Context: an optimization exercise on an open-source flow, tuned for small area. The choices shown serve that exercise and are no tape-out recipe. The RTL was checked by simulation tests, not by an equivalence proof against the original design. Power and IR drop assume default switching activity.

--- config.mk ---
export PLATFORM = sky130hd
export DESIGN_NAME = systolic_accum4
export DESIGN_NICKNAME = systolic_accum4
export VERILOG_FILES = /design/flow/design.v
export SDC_FILE = /design/flow/constraint.sdc
export NUM_CORES = 4
export LEC_CHECK = 0
export CAP_MARGIN = 20
export CORE_MARGIN = 2
export CORE_UTILIZATION = 60
export CTS_CLUSTER_DIAMETER = 100
export CTS_CLUSTER_SIZE = 25
export PLACE_DENSITY = 0.75
export SLEW_MARGIN = 20
export SYNTH_HIERARCHICAL = 1
export SYNTH_MINIMUM_KEEP_SIZE = 0
--- constraint.sdc ---
create_clock -name core_clock -period 5.5 [get_ports {clk}]
set_input_delay 1.1000 -clock core_clock [delete_from_list [all_inputs] [get_ports {clk}]]
set_output_delay 1.1000 -clock core_clock [all_outputs]
set_load 0.01 [all_outputs]
--- design.v ---
`timescale 1ns / 1ps
module systolic_accum4 #(
    parameter ARRAY_SIZE = 4,
    parameter DATA_WIDTH = 8,
    parameter ACC_WIDTH = 32
)(
    input  logic clk,
    input  logic reset,
    input  logic enable,
    input  logic [ARRAY_SIZE*DATA_WIDTH-1:0] a_in,
    input  logic [ARRAY_SIZE*DATA_WIDTH-1:0] b_in,
    input  logic accum_clear,
    input  logic accum_enable,
    output logic [ARRAY_SIZE*ARRAY_SIZE*ACC_WIDTH-1:0] accum_out,
    output logic systolic_valid,
    output logic accum_overflow
);
    logic reset_sync1, reset_sync2;
    logic systolic_valid_reg;
    logic [4:0] step_count;
    always_ff @(posedge clk) begin
        reset_sync1 <= reset;
        reset_sync2 <= reset_sync1;
        systolic_valid_reg <= reset ? 1'b0 : enable;
    end
    always_ff @(posedge clk) begin
        if (reset_sync2)
            step_count <= '0;
        else if (enable && !step_count[4])
            step_count <= step_count + 5'd1;
    end
    assign systolic_valid = systolic_valid_reg;
    wire accum_clr = reset | accum_clear;
    wire accum_go  = accum_enable & systolic_valid_reg;
    logic [15*8-1:0] a_dly [4];
    logic [15*8-1:0] b_dly [4];
    genvar k;
    generate
        for (k = 0; k < 4; k++) begin : LINE
            localparam int LEN = k + 12;
            logic [LEN*8-1:0] a_sr, b_sr;
            always_ff @(posedge clk) begin
                if (enable) begin
                    a_sr <= {a_sr[(LEN-1)*8-1:0], a_in[8*k +: 8]};
                    b_sr <= {b_sr[(LEN-1)*8-1:0], b_in[8*k +: 8]};
                end
            end
            if (LEN < 15) begin : PAD
                assign a_dly[k] = {{(15-LEN)*8{1'b0}}, a_sr};
                assign b_dly[k] = {{(15-LEN)*8{1'b0}}, b_sr};
            end else begin : NOPAD
                assign a_dly[k] = a_sr;
                assign b_dly[k] = b_sr;
            end
        end
    endgenerate
    logic [15:0] ovf_now;
    logic [3:0]  ovf_flags;
    genvar i, j;
    generate
        for (i = 0; i < 4; i++) begin : ROW
            for (j = 0; j < 4; j++) begin : COL
                localparam int DA = i + 2*j + 7;
                localparam int DB = j + 2*i + 7;
                localparam int DMAX = (DA > DB) ? DA : DB;
                logic [15:0] prod;
                wire  [15:0] prod_next;
                mul8s u_mul (
                    .a(a_dly[i][8*(DA-2) +: 8]),
                    .b(b_dly[j][8*(DB-2) +: 8]),
                    .p(prod_next)
                );
                always_ff @(posedge clk)
                    prod <= prod_next;
                acc_sat u_acc (
                    .clk  (clk),
                    .clr  (accum_clr),
                    .go   (accum_go & (step_count >= DMAX)),
                    .p    (prod),
                    .acc  (accum_out[32*(4*i+j) +: 32]),
                    .ovf  (ovf_now[4*i+j])
                );
            end
            always_ff @(posedge clk)
                ovf_flags[i] <= ~accum_clr & (ovf_flags[i] | (|ovf_now[4*i +: 4]));
        end
    endgenerate
    assign accum_overflow = |ovf_flags;
endmodule
module acc_sat (
    input  logic        clk,
    input  logic        clr,
    input  logic        go,
    input  logic [15:0] p,
    output logic [31:0] acc,
    output logic        ovf      
);
    wire [15:0] lo_sum;
    wire        c16;
    add16 u_add (.a(acc[15:0]), .b(p), .s(lo_sum), .co(c16));
    logic [15:0] ones_below, zeros_below;
    always_comb begin
        ones_below[0]  = 1'b1;
        zeros_below[0] = 1'b1;
        for (int k = 1; k < 16; k++) begin
            ones_below[k]  = ones_below[k-1]  &  acc[16+k-1];
            zeros_below[k] = zeros_below[k-1] & ~acc[16+k-1];
        end
    end
    wire is_max = ones_below[15]  & ~acc[31];    
    wire is_min = zeros_below[15] &  acc[31];    
    wire sgn    = p[15];
    wire step   = go & (c16 ^ sgn);              
    wire at_end = sgn ? is_min : is_max;         
    wire ovf_hi = step & ~sgn & is_max;
    wire ovf_lo = step &  sgn & is_min;
    wire move   = step & ~at_end;
    logic [31:0] acc_next;
    always_comb begin
        for (int k = 0; k < 16; k++)
            acc_next[k] = ~clr & (((go ? lo_sum[k] : acc[k]) | ovf_hi) & ~ovf_lo);
        for (int k = 0; k < 16; k++)
            acc_next[16+k] = ~clr & (acc[16+k] ^ (move & (sgn ? zeros_below[k] : ones_below[k])));
    end
    assign ovf = ovf_hi | ovf_lo;
    always_ff @(posedge clk)
        acc <= acc_next;
endmodule
module mul8s (
    input  logic [7:0]  a,
    input  logic [7:0]  b,
    output logic [15:0] p
);
    wire w0 = (a[0] & b[0]);
    wire w1 = (a[0] & b[1]);
    wire w2 = (a[0] & b[2]);
    wire w3 = (a[0] & b[3]);
    wire w4 = (a[0] & b[4]);
    wire w5 = (a[0] & b[5]);
    wire w6 = (a[0] & b[6]);
    wire w7 = ~(a[0] & b[7]);
    wire w8 = (a[1] & b[0]);
    wire w9 = (a[1] & b[1]);
    wire w10 = (a[1] & b[2]);
    wire w11 = (a[1] & b[3]);
    wire w12 = (a[1] & b[4]);
    wire w13 = (a[1] & b[5]);
    wire w14 = (a[1] & b[6]);
    wire w15 = ~(a[1] & b[7]);
    wire w16 = (a[2] & b[0]);
    wire w17 = (a[2] & b[1]);
    wire w18 = (a[2] & b[2]);
    wire w19 = (a[2] & b[3]);
    wire w20 = (a[2] & b[4]);
    wire w21 = (a[2] & b[5]);
    wire w22 = (a[2] & b[6]);
    wire w23 = ~(a[2] & b[7]);
    wire w24 = (a[3] & b[0]);
    wire w25 = (a[3] & b[1]);
    wire w26 = (a[3] & b[2]);
    wire w27 = (a[3] & b[3]);
    wire w28 = (a[3] & b[4]);
    wire w29 = (a[3] & b[5]);
    wire w30 = (a[3] & b[6]);
    wire w31 = ~(a[3] & b[7]);
    wire w32 = (a[4] & b[0]);
    wire w33 = (a[4] & b[1]);
    wire w34 = (a[4] & b[2]);
    wire w35 = (a[4] & b[3]);
    wire w36 = (a[4] & b[4]);
    wire w37 = (a[4] & b[5]);
    wire w38 = (a[4] & b[6]);
    wire w39 = ~(a[4] & b[7]);
    wire w40 = (a[5] & b[0]);
    wire w41 = (a[5] & b[1]);
    wire w42 = (a[5] & b[2]);
    wire w43 = (a[5] & b[3]);
    wire w44 = (a[5] & b[4]);
    wire w45 = (a[5] & b[5]);
    wire w46 = (a[5] & b[6]);
    wire w47 = ~(a[5] & b[7]);
    wire w48 = (a[6] & b[0]);
    wire w49 = (a[6] & b[1]);
    wire w50 = (a[6] & b[2]);
    wire w51 = (a[6] & b[3]);
    wire w52 = (a[6] & b[4]);
    wire w53 = (a[6] & b[5]);
    wire w54 = (a[6] & b[6]);
    wire w55 = ~(a[6] & b[7]);
    wire w56 = ~(a[7] & b[0]);
    wire w57 = ~(a[7] & b[1]);
    wire w58 = ~(a[7] & b[2]);
    wire w59 = ~(a[7] & b[3]);
    wire w60 = ~(a[7] & b[4]);
    wire w61 = ~(a[7] & b[5]);
    wire w62 = ~(a[7] & b[6]);
    wire w63 = (a[7] & b[7]);
    wire w64, w65;
    fa_cell u_w64 (.a(w16), .b(w2), .c(w9), .s(w64), .co(w65));
    wire w66, w67;
    fa_cell u_w66 (.a(w10), .b(w17), .c(w24), .s(w66), .co(w67));
    wire w68, w69;
    fa_cell u_w68 (.a(w3), .b(w65), .c(w66), .s(w68), .co(w69));
    wire w70, w71;
    fa_cell u_w70 (.a(w11), .b(w18), .c(w25), .s(w70), .co(w71));
    wire w72, w73;
    fa_cell u_w72 (.a(w32), .b(w4), .c(w67), .s(w72), .co(w73));
    wire w74, w75;
    fa_cell u_w74 (.a(w70), .b(w69), .c(w72), .s(w74), .co(w75));
    wire w76, w77;
    fa_cell u_w76 (.a(w12), .b(w19), .c(w26), .s(w76), .co(w77));
    wire w78, w79;
    fa_cell u_w78 (.a(w33), .b(w40), .c(w5), .s(w78), .co(w79));
    wire w80, w81;
    fa_cell u_w80 (.a(w71), .b(w76), .c(w78), .s(w80), .co(w81));
    wire w82, w83;
    fa_cell u_w82 (.a(w73), .b(w80), .c(w75), .s(w82), .co(w83));
    wire w84, w85;
    fa_cell u_w84 (.a(w13), .b(w20), .c(w27), .s(w84), .co(w85));
    wire w86, w87;
    fa_cell u_w86 (.a(w34), .b(w41), .c(w48), .s(w86), .co(w87));
    wire w88, w89;
    fa_cell u_w88 (.a(w6), .b(w77), .c(w79), .s(w88), .co(w89));
    wire w90, w91;
    fa_cell u_w90 (.a(w84), .b(w86), .c(w81), .s(w90), .co(w91));
    wire w92, w93;
    fa_cell u_w92 (.a(w88), .b(w90), .c(w83), .s(w92), .co(w93));
    wire w94, w95;
    fa_cell u_w94 (.a(w14), .b(w21), .c(w28), .s(w94), .co(w95));
    wire w96, w97;
    fa_cell u_w96 (.a(w35), .b(w42), .c(w49), .s(w96), .co(w97));
    wire w98, w99;
    fa_cell u_w98 (.a(w56), .b(w7), .c(w85), .s(w98), .co(w99));
    wire w100, w101;
    fa_cell u_w100 (.a(w87), .b(w94), .c(w96), .s(w100), .co(w101));
    wire w102, w103;
    fa_cell u_w102 (.a(w89), .b(w98), .c(w100), .s(w102), .co(w103));
    wire w104, w105;
    fa_cell u_w104 (.a(w91), .b(w102), .c(w93), .s(w104), .co(w105));
    wire w106 = ~(w15 ^ w22);
    wire w107 = w15 | w22;
    wire w108, w109;
    fa_cell u_w108 (.a(w29), .b(w36), .c(w43), .s(w108), .co(w109));
    wire w110, w111;
    fa_cell u_w110 (.a(w50), .b(w57), .c(w106), .s(w110), .co(w111));
    wire w112, w113;
    fa_cell u_w112 (.a(w95), .b(w97), .c(w108), .s(w112), .co(w113));
    wire w114, w115;
    fa_cell u_w114 (.a(w110), .b(w99), .c(w101), .s(w114), .co(w115));
    wire w116, w117;
    fa_cell u_w116 (.a(w112), .b(w103), .c(w114), .s(w116), .co(w117));
    wire w118, w119;
    fa_cell u_w118 (.a(w23), .b(w30), .c(w37), .s(w118), .co(w119));
    wire w120, w121;
    fa_cell u_w120 (.a(w44), .b(w51), .c(w58), .s(w120), .co(w121));
    wire w122, w123;
    fa_cell u_w122 (.a(w107), .b(w109), .c(w118), .s(w122), .co(w123));
    wire w124, w125;
    fa_cell u_w124 (.a(w120), .b(w111), .c(w113), .s(w124), .co(w125));
    wire w126, w127;
    fa_cell u_w126 (.a(w122), .b(w115), .c(w124), .s(w126), .co(w127));
    wire w128, w129;
    fa_cell u_w128 (.a(w31), .b(w38), .c(w45), .s(w128), .co(w129));
    wire w130, w131;
    fa_cell u_w130 (.a(w52), .b(w59), .c(w119), .s(w130), .co(w131));
    wire w132, w133;
    fa_cell u_w132 (.a(w121), .b(w128), .c(w123), .s(w132), .co(w133));
    wire w134, w135;
    fa_cell u_w134 (.a(w130), .b(w125), .c(w132), .s(w134), .co(w135));
    wire w136, w137;
    fa_cell u_w136 (.a(w39), .b(w46), .c(w53), .s(w136), .co(w137));
    wire w138, w139;
    fa_cell u_w138 (.a(w60), .b(w129), .c(w136), .s(w138), .co(w139));
    wire w140, w141;
    fa_cell u_w140 (.a(w131), .b(w138), .c(w133), .s(w140), .co(w141));
    wire w142, w143;
    fa_cell u_w142 (.a(w47), .b(w54), .c(w61), .s(w142), .co(w143));
    wire w144, w145;
    fa_cell u_w144 (.a(w137), .b(w142), .c(w139), .s(w144), .co(w145));
    wire w146, w147;
    fa_cell u_w146 (.a(w55), .b(w62), .c(w143), .s(w146), .co(w147));
    wire w148, w149;
    ha_cell u_w148 (.a(w1), .b(w8), .s(w148), .co(w149));
    wire w150, w151;
    ha_cell u_w150 (.a(w64), .b(w149), .s(w150), .co(w151));
    wire w152, w153;
    ha_cell u_w152 (.a(w68), .b(w151), .s(w152), .co(w153));
    wire w154, w155;
    ha_cell u_w154 (.a(w74), .b(w153), .s(w154), .co(w155));
    wire w156, w157;
    ha_cell u_w156 (.a(w82), .b(w155), .s(w156), .co(w157));
    wire w158, w159;
    ha_cell u_w158 (.a(w92), .b(w157), .s(w158), .co(w159));
    wire w160, w161;
    ha_cell u_w160 (.a(w104), .b(w159), .s(w160), .co(w161));
    wire w162, w163;
    fa_cell u_w162 (.a(w116), .b(w105), .c(w161), .s(w162), .co(w163));
    wire w164, w165;
    fa_cell u_w164 (.a(w117), .b(w126), .c(w163), .s(w164), .co(w165));
    wire w166, w167;
    ha_cell u_w166 (.a(w127), .b(w134), .s(w166), .co(w167));
    wire w168 = w166 ^ w165;
    wire w169, w170;
    fa_cell u_w169 (.a(w135), .b(w140), .c(w167), .s(w169), .co(w170));
    wire w171 = w169 ^ (w165 & w166);
    wire w172 = w166 & w169;
    wire w173, w174;
    fa_cell u_w173 (.a(w144), .b(w141), .c(w170), .s(w173), .co(w174));
    wire w175 = w173 ^ (w165 & w172);
    wire w176 = w172 & w173;
    wire w177, w178;
    fa_cell u_w177 (.a(w146), .b(w145), .c(w174), .s(w177), .co(w178));
    wire w179 = w177 ^ (w165 & w176);
    wire w180 = w176 & w177;
    wire w181, w182;
    fa_cell u_w181 (.a(w63), .b(w147), .c(w178), .s(w181), .co(w182));
    wire w183 = w181 ^ (w165 & w180);
    wire w184 = w180 & w181;
    wire w185 = 1'b1 ^ w182;
    wire w186 = w185 ^ (w165 & w184);
    assign p = {w186, w183, w179, w175, w171, w168, w164, w162, w160, w158, w156, w154, w152, w150, w148, w0};
endmodule
module add16 (
    input  logic [15:0] a,
    input  logic [15:0] b,
    output logic [15:0] s,
    output logic co
);
    wire w0, w1;
    ha_cell u_w0 (.a(a[0]), .b(b[0]), .s(w0), .co(w1));
    wire w2, w3;
    fa_cell u_w2 (.a(a[1]), .b(b[1]), .c(w1), .s(w2), .co(w3));
    wire w4, w5;
    fa_cell u_w4 (.a(a[2]), .b(b[2]), .c(w3), .s(w4), .co(w5));
    wire w6, w7;
    fa_cell u_w6 (.a(a[3]), .b(b[3]), .c(w5), .s(w6), .co(w7));
    wire w8, w9;
    fa_cell u_w8 (.a(a[4]), .b(b[4]), .c(w7), .s(w8), .co(w9));
    wire w10, w11;
    fa_cell u_w10 (.a(a[5]), .b(b[5]), .c(w9), .s(w10), .co(w11));
    wire w12, w13;
    fa_cell u_w12 (.a(a[6]), .b(b[6]), .c(w11), .s(w12), .co(w13));
    wire w14, w15;
    ha_cell u_w14 (.a(a[7]), .b(b[7]), .s(w14), .co(w15));
    wire w16, w17;
    fa_cell u_w16 (.a(a[8]), .b(b[8]), .c(w15), .s(w16), .co(w17));
    wire w18, w19;
    fa_cell u_w18 (.a(a[9]), .b(b[9]), .c(w17), .s(w18), .co(w19));
    wire w20, w21;
    fa_cell u_w20 (.a(a[10]), .b(b[10]), .c(w19), .s(w20), .co(w21));
    wire w22, w23;
    fa_cell u_w22 (.a(a[11]), .b(b[11]), .c(w21), .s(w22), .co(w23));
    wire w24 = w14 ^ w13;
    wire w25 = w16 ^ (w13 & w14);
    wire w26 = w14 & w16;
    wire w27 = w18 ^ (w13 & w26);
    wire w28 = w26 & w18;
    wire w29 = w20 ^ (w13 & w28);
    wire w30 = w28 & w20;
    wire w31 = w22 ^ (w13 & w30);
    wire w32 = w30 & w22;
    wire w33 = w23 | (w13 & w32);
    wire w34, w35;
    ha_cell u_w34 (.a(a[12]), .b(b[12]), .s(w34), .co(w35));
    wire w36, w37;
    fa_cell u_w36 (.a(a[13]), .b(b[13]), .c(w35), .s(w36), .co(w37));
    wire w38, w39;
    fa_cell u_w38 (.a(a[14]), .b(b[14]), .c(w37), .s(w38), .co(w39));
    wire w40, w41;
    fa_cell u_w40 (.a(a[15]), .b(b[15]), .c(w39), .s(w40), .co(w41));
    wire w42 = w34 ^ w33;
    wire w43 = w36 ^ (w33 & w34);
    wire w44 = w34 & w36;
    wire w45 = w38 ^ (w33 & w44);
    wire w46 = w44 & w38;
    wire w47 = w40 ^ (w33 & w46);
    wire w48 = w46 & w40;
    wire w49 = w41 | (w33 & w48);
    assign s = {w47, w45, w43, w42, w31, w29, w27, w25, w24, w12, w10, w8, w6, w4, w2, w0};
    assign co = w49;
endmodule
module fa_cell (input logic a, input logic b, input logic c, output logic s, output logic co);
    assign s  = a ^ b ^ c;
    assign co = (a & b) | (a & c) | (b & c);
endmodule
module ha_cell (input logic a, input logic b, output logic s, output logic co);
    assign s  = a ^ b;
    assign co = a & b;
endmodule
--- flow/run.sh ---
#!/bin/bash
set -o pipefail
export BUFFER_PORTS_ARGS="-buffer_cell sky130_fd_sc_hd__buf_1"
bash standard.sh > standard.log 2>&1
--- standard.sh ---
#!/bin/bash
# synth_recipe.tcl (not shown) runs the flow's synth.tcl, then flattens the netlist and writes it again
# the make line also repeats each setting of config.mk as NAME=value (left out here)
make -C /OpenROAD-flow-scripts/flow DESIGN_CONFIG=/design/flow/config.mk WORK_HOME=/design/flow/orfs CLKGATE_MAP_FILE= SYNTH_SCRIPT=/design/flow/synth_recipe.tcl "${@:-finish}"
==> results of run 1 <==
worst paths after layout:
kind | endpoint | slack, ps | depth (start not counted)
setup / recovery | ROW[2].COL[3].u_acc.acc[13] | 320 | 15
hold / removal | reset_sync2 | 350 | 0
setup reg to reg | ROW[2].COL[3].u_acc.acc[13] | 320 | 15
hold reg to reg | reset_sync2 | 350 | 0
per-module statistics from Yosys (local to each module, per instance):
module,area [um2],times used,cells inside,flip-flops and latches
systolic_accum4,31700,1,1194,1132
acc_sat,1690,16,186,32
mul8s,592,16,93,0
add16,293,16,38,0
fa_cell,20.0,960,1,0
ha_cell,12.5,176,1,0
synth_stat cells (all sizes together) (2+ instances only):
cell | number | area (um2)
a211oi | 17 | 128
nand4 | 98 | 613
or2 | 17 | 106
o31ai | 209 | 1570
fa | 960 | 19200
mux2 | 49 | 552
or4 | 209 | 1650
a211o | 16 | 140
nand3 | 113 | 726
a21boi | 16 | 120
dfxtp | 780 | 15600
edfxtp | 864 | 25900
inv | 99 | 372
buf | 642 | 4680
and4 | 64 | 601
nor2b | 52 | 333
a31o | 32 | 280
clkbuf | 130 | 508
and4b | 16 | 180
ha | 244 | 3050
or3 | 32 | 200
nand3b | 2 | 15.0
o22a | 48 | 440
nor3 | 53 | 445
o22ai | 16 | 100
nand2 | 337 | 1260
o21ai | 32 | 220
or4b | 16 | 160
a31oi | 32 | 200
xnor2 | 97 | 850
nor2 | 204 | 766
a311oi | 16 | 140
nand4b | 64 | 561
nor4 | 32 | 200
a21oi | 541 | 2710
o21bai | 16 | 300
and2 | 832 | 5200
mux2i | 256 | 2560
xor2 | 113 | 990
nor4b | 16 | 380
nand2b | 17 | 106
power by group:
part / total [mW] / switching (mW) / internal, mW
clock: 6.79 / 3.91 / 2.88
combinational: 9.69 / 5.06 / 4.63
sequential: 15.4 / 1.06 / 14.3
total: 31.8 / 10.0 / 21.8
through the flow:
stage	cells	power, mW	setup WS, ps	hold WS (ps)	cell area [um2]
after floorplan	7402	26.6	816	310	94200
after global placement	9345	25.0	531	315	94600
after detailed placement	9345	25.4	362	313	94600
after CTS	9487	32.3	317	353	97000
after global routing	9492	34.0	73.7	357	97000
final	9492	31.8	317	351	97000
placed cells by master, fill, tap and decap left out, types with 98 or more instances in the layout:
| cell | netlist | final |
|---|---|---|
| fa_1 | 960 | 960 |
| edfxtp_1 | 864 | 864 |
| and2_1 | 832 | 832 |
| dfxtp_1 | 780 | 780 |
| buf_1 | 0 | 581 |
| a21oi_1 | 541 | 535 |
| nand2_1 | 337 | 337 |
| mux2i_1 | 256 | 256 |
| ha_1 | 244 | 244 |
| o31ai_1 | 209 | 209 |
| nor2_1 | 204 | 202 |
| or4_1 | 177 | 177 |
| xor2_1 | 113 | 113 |
| inv_1 | 99 | 99 |
| nand4_1 | 98 | 98 |
metal layers:
metal / share of wire (%) / vias up / global-route usage [%]
li1: - / 25600 / -
met1: 40 / 28400 / 30.9
met5: 0 / - / 0
met3: 4.8 / 375 / 3.55
met4: 5.2 / 0 / 11.2
met2: 50 / 1494 / 41.5
cells by family after synthesis:
group | after synthesis | share of synthesized area (%)
multiplexers | 305 | 3.31
flip-flops | 1644 | 44.1
XOR/XNOR | 210 | 1.95
adder cells (fa/ha/maj) | 1204 | 23.6
AO/OA/AOI/OAI | 993 | 6.75
buffers and inverters | 871 | 5.90
AND/OR/NAND/NOR | 2175 | 14.3
final cells by class:
class	count	area share, %
inverters	99	0.383
well taps	2058	2.65
diodes	4	0.0103
multi-input cells	4887	48.7
clock buffers	123	2.21
clock inverters	19	0.222
repair buffers	658	2.98
flip-flops and latches	1644	42.8
==> metrics.csv, run 1 <==
metric;value;unit
outcome;finished clean;
Routed wire per std cell;20.6;um
clk_skew;25.9;ps
Pleak;35.0;nW
Ys Warns;12;
DRC;0;
antenna violation net count after detailed routing;0;
PostCTS Resize Cnt;0;
VDD IR max;0.273;mV
Cell Area, Synth;94200;um2
Reg2Reg Launch Point;ROW[2].COL[3].u_acc.acc[0];
post-DP HPWL;147000;um
Die Ht;400;um
post-CTS setup buffer count;0;
most used cell along the critical path;fa_1;
Max clock buf depth;3;
top flop regs;ROW.COL.u_acc.acc (512), LINE.a_sr (432), LINE.b_sr (432);
initial core utilization;60.4;%
maximum clock frequency;193;MHz
Worst Tran Pin Value;1080;ps
Hold Path Class;flop to flop;
syn nets;8675;
FFs w/ async S/R, synth;0;%
P&R area growth vs syn;2.97;%
CP Cell Sequence;ha_1, fa_1, fa_1, fa_1, fa_1, fa_1, fa_1, nand4_1, o21ai_2, a31o_2, xor2_1, nand2_1, or4_4, o21bai_4, a21oi_1;
share of cells above drive strength 1;6.55;%
Post-Route Setup TNS;0;ps
slowest stage delay, CP;570;ps
most flop-heavy register;ROW.COL.u_acc.acc;
# IOs;583;
post-layout net count;8641;
largest net degree at the start of global routing;109;
pwr dens;328;nW/um2
max reg flops;512;
DR vias;55900;
Die X;400;um
Seq. cell area;41600;um2
setup violators final;0;
post-synthesis cell type count;56;
CTS tree;done;
maxcap violations;0;
Worst Path Buf+Inv;0;
register area share after synthesis;44.1;%
WP data required;6070;ps
PortBufs;582;
#FFs+latches synth;1644;
Pins Over Slew Limit;0;
gr ovfl total;0;
Num CTS Buffers;78;
initial antenna violation count;6;
clk root buf;clkbuf_16;
Worst setup EP type;flop;
Synth Flop Type;edfxtp_1;
CP max-delay cell;or4_4;
DRT Pass-1 Iters;6;
Syn Inst Count;7402;
Multi-input gate area;47300;um2
# rows;145;
Worst Min Path Start;reset_sync1;
Initial DRC Count;4078;
number of flops mapped to enable cells by yosys;864;
Global Route Usage Sum;24.4;%
core area;156000;um2
CP top delay family;adder cells;
Final GP Congestion;0.905;
clock transition at the registers of the reported paths;100;ps
Worst Path Class, Setup;flop to flop;
post-layout util;62.2;%
Slew headroom;27.6;%
fin crit share;94.2;%
worst-path maximum fanout;18;
Final Routed Wirelength;195000;um
number of fillers in the final layout;12000;
CTS Sinks;1644;
first-pass GRT wire length;312000;um
Vias per Instance;5.89;
Critical Path Source Type;flop;
final hold vios;0;
Post-CTS Hold Fix Bufs;0;
Die Area;160000;um2
Post-Syn Area per Cell;12.7;um2
minimum clock period;5180;ps
vias in the first global route;57000;
H-tree depth;3;
clock latency at the later pin of the worst-skew pair;710;ps
RSZ-0062 raised after global routing;no;
CP arrival;5760;ps
crit path from;ROW[2].COL[3].u_acc.acc[0];
==> run 2, diff against run 1 <==
--- a/design.v
+++ b/design.v
@@ -99,20 +99,15 @@
     wire        c16;
     add16 u_add (.a(acc[15:0]), .b(p), .s(lo_sum), .co(c16));
-    logic [15:0] ones_below, zeros_below;
+    logic [15:0] same_below;
     always_comb begin
-        ones_below[0]  = 1'b1;
-        zeros_below[0] = 1'b1;
-        for (int k = 1; k < 16; k++) begin
-            ones_below[k]  = ones_below[k-1]  &  acc[16+k-1];
-            zeros_below[k] = zeros_below[k-1] & ~acc[16+k-1];
-        end
+        same_below[0] = 1'b1;
+        for (int k = 1; k < 16; k++)
+            same_below[k] = same_below[k-1] & (acc[16+k-1] ^ p[15]);
     end
-    wire is_max = ones_below[15]  & ~acc[31];    
-    wire is_min = zeros_below[15] &  acc[31];    
     wire sgn    = p[15];
     wire step   = go & (c16 ^ sgn);              
-    wire at_end = sgn ? is_min : is_max;         
-    wire ovf_hi = step & ~sgn & is_max;
-    wire ovf_lo = step &  sgn & is_min;
+    wire at_end = same_below[15] & (acc[31] == sgn);   
+    wire ovf_hi = step & ~sgn & at_end;
+    wire ovf_lo = step &  sgn & at_end;
     wire move   = step & ~at_end;
     logic [31:0] acc_next;
@@ -121,5 +116,5 @@
             acc_next[k] = ~clr & (((go ? lo_sum[k] : acc[k]) | ovf_hi) & ~ovf_lo);
         for (int k = 0; k < 16; k++)
-            acc_next[16+k] = ~clr & (acc[16+k] ^ (move & (sgn ? zeros_below[k] : ones_below[k])));
+            acc_next[16+k] = ~clr & (acc[16+k] ^ (move & same_below[k]));
     end
     assign ovf = ovf_hi | ovf_lo;
==> flow/run.sh (replaced) <==
#!/bin/bash
set -o pipefail
export BUFFER_PORTS_ARGS="-buffer_cell sky130_fd_sc_hd__buf_1"
export CTS_ARGS="-sink_clustering_enable -repair_clock_nets -sink_clustering_size 25 -sink_clustering_max_diameter 100 -dont_use_dummy_load"
bash standard.sh > standard.log 2>&1
==> run 2 against run 1 <==
Net effect:
- cell count is 2.6% lower
- largest power group unchanged
- total power hardly changed
- still clean on timing, DRC and antenna
- sequential share of layout area is 0.53 points higher
- non-clock buffer count decreased by 21
- synthesized area fell by 1.0%
- critical path type unchanged
- hold slack worse by 8.8 ps
- critical endpoint is now ovf_flags[3]
- largest cell class unchanged
- via count decreased by 6.8%
==> metrics.csv, run 2 <==
metric;value;unit
syn nets;8419;
PortBufs;582;
number of fillers in the final layout;12000;
Critical Path Source Type;flop;
synth cell count leaders;fa_1 (960), edfxtp_1 (864), and2_1 (816);
DRT Pass-1 Iters;6;
Post-CTS Hold Fix Bufs;0;
number of flops mapped to enable cells by yosys;864;
most used cell along the critical path;fa_1;
most flop-heavy register;ROW.COL.u_acc.acc;
Initial DRC Count;3094;
antenna violation net count after detailed routing;0;
post-DP HPWL;138000;um
# rows;144;
minimum clock period;5180;ps
DR vias;52100;
Routed wire per std cell;19.7;um
final hold vios;0;
CP arrival;5800;ps
gr ovfl total;0;
CP max-delay cell;or2_1;
maxcap violations;0;
#FFs+latches synth;1644;
post-CTS setup buffer count;0;
Final Routed Wirelength;183000;um
largest net degree at the start of global routing;155;
P&R area growth vs syn;2.76;%
slowest stage delay, CP;490;ps
register area share after synthesis;44.6;%
Worst Path Buf+Inv;1;
Ys Warns;12;
WP data required;6120;ps
Vias per Instance;5.64;
max reg flops;512;
CTS Sinks;1644;
Num CTS Buffers;78;
top flop regs;ROW.COL.u_acc.acc (512), LINE.a_sr (432), LINE.b_sr (432);
Synth area leader;edfxtp_1;
diode count;0;
clk root buf;clkbuf_16;
most frequent cells in the layout;fa_1 (960), edfxtp_1 (864), and2_1 (816), dfxtp_1 (780), buf_1 (581);
# IOs;583;
clock transition at the registers of the reported paths;100;ps
clock latency at the later pin of the worst-skew pair;690;ps
Worst Tran Pin Value;968;ps
CP Cell Sequence;ha_1, fa_1, fa_1, fa_1, fa_1, fa_1, fa_1, nand4_1, o21ai_2, a31o_2, xor2_1, and2_1, nand4b_4, or2_1, inv_1, nor3_1, a21oi_1;
Pleak;35.2;nW
first-pass GRT wire length;293000;um
Global Route Usage Sum;23.3;%
Final GP Congestion;0.889;
PostCTS Resize Cnt;0;
core area;154000;um2
cell with the most instances after synthesis;fa_1;
Worst setup EP type;flop;
Post-Syn Area per Cell;13.1;um2
Worst Path Class, Setup;flop to flop;
pwr dens;332;nW/um2
VDD IR max;0.286;mV
setup violators final;0;
Die X;398;um
top post-synthesis cells by area;edfxtp_1 (28%), fa_1 (21%), dfxtp_1 (17%);
CP top delay family;adder cells;
Die Area;159000;um2
RSZ-0062 raised after global routing;no;
vias in the first global route;53700;
fin crit share;94.3;%
DRC;0;
Max clock buf depth;3;
Post-Route Setup TNS;0;ps
H-tree depth;3;
initial antenna violation count;1;
post-layout net count;8477;
dpl ws;220;ps
Hold Path Class;flop to flop;
share of cells above drive strength 1;6.26;%
Cell Area, Synth;93300;um2
Synth Flop Type;edfxtp_1;
Pins Over Slew Limit;0;
post-synthesis cell type count;55;
initial core utilization;60.5;%
post-synth top area share;27.8;%
final setup margin;315;ps
outcome;finished clean;
maximum clock frequency;193;MHz
Syn Inst Count;7146;
CTS tree;done;
Slew headroom;35.4;%
worst-path maximum fanout;17;
clk_skew;63.8;ps
Die Ht;398;um
leading cell type in the layout, fill and taps excluded;fa_1;
FFs w/ async S/R, synth;0;%
## run 2: logic make-up (layout without fill, tap and decap cells)
family | after synthesis | after routing | share of synthesized area [%]
flip-flops | 1644 | 1644 | 44.6
XOR/XNOR | 306 | 306 | 2.87
AO/OA/AOI/OAI | 882 | 882 | 6.13
adder cells (fa/ha/maj) | 1204 | 1204 | 23.9
multiplexers | 368 | 368 | 4.16
AND/OR/NAND/NOR | 1999 | 1999 | 13.0
buffers and inverters | 743 | 799 | 5.40
## run 2: layout make-up
| type | instances | area [um2] | share of cell area (%) |
|---|---|---|---|
| timing repair buffer | 637 | 2710 | 2.83 |
| clock buffer | 78 | 1950 | 2.04 |
| inverter | 84 | 315 | 0.329 |
| sequential | 1644 | 41600 | 43.4 |
| tap | 2044 | 2560 | 2.67 |
| multi-input combinational | 4759 | 46700 | 48.8 |
## run 2: path summary, 6_finish.rpt
| kind | end | slack [ps] | cells after the start | from |
|---|---|---|---|---|
| setup / recovery | ovf_flags[3] | 320 | 17 | ROW[3].COL[3].u_acc.acc[0] |
| hold / removal | reset_sync2 | 340 | 0 | reset_sync1 |
| setup reg to reg | ovf_flags[3] | 320 | 17 | ROW[3].COL[3].u_acc.acc[0] |
| hold reg to reg | reset_sync2 | 340 | 0 | reset_sync1 |
## run 2: per-stage QoR
stage / utilization [%] / std cells / power [mW] / area [um2] / hold WS (ps)
finish: 62.1 / 9246 / 31.9 / 95800 / 342
global route: 62.1 / 9246 / 34.1 / 95800 / 353
CTS: 62.1 / 9246 / 32.3 / 95800 / 342
detailed placement: 60.9 / 9168 / 26.0 / 93900 / 318
global placement: 60.9 / 9168 / 25.6 / 93900 / 312
floorplan: - / 7146 / 27.3 / 93300 / 310
## run 2: Yosys stat by module, one instance, submodules excluded
module / cells / area (um2) / copies in the design
systolic_accum4: 1194 / 31700 / 1
acc_sat: 170 / 1630 / 16
mul8s: 93 / 592 / 16
add16: 38 / 293 / 16
fa_cell: 1 / 20.0 / 960
ha_cell: 1 / 12.5 / 176
## run 2: where the power goes
part           total (mW)  switching (mW)  internal [mW]
clock                6.18            3.64           2.54
sequential           15.5            1.23           14.3
combinational        10.1            5.35           4.79
## run 2: layer usage
metal  track usage (%)  wire (um)
met5                 0         12
met4              7.28       6270
met3              4.05       8880
met2              39.8      92200
met1              30.4      75200

==> static timing again, ports no longer ideal <==
How much do the figures lean on ideal ports? The routed layouts below were timed once more, with nothing changed but the port constraints. Step 1 assumes that a clkbuf_16 drives the clock port and a buf_2 every other input. Step 2 times the ports against the registers' clock, not the clock port: input delays grow and output delays shrink by t, the midpoint of the rising clock arrivals with the driver on. Three values: ideal, step 1, step 2; two values: the first two.
run | shift t [ns] | setup WS [ns] | pins driven straight from the clock port
run 1 | 0.784 | 0.317 / 0.317 / 0.317 | 1
run 2 | 0.761 | 0.315 / 0.315 / 0.315 | 1
After both steps setup and hold are still met in every run listed.
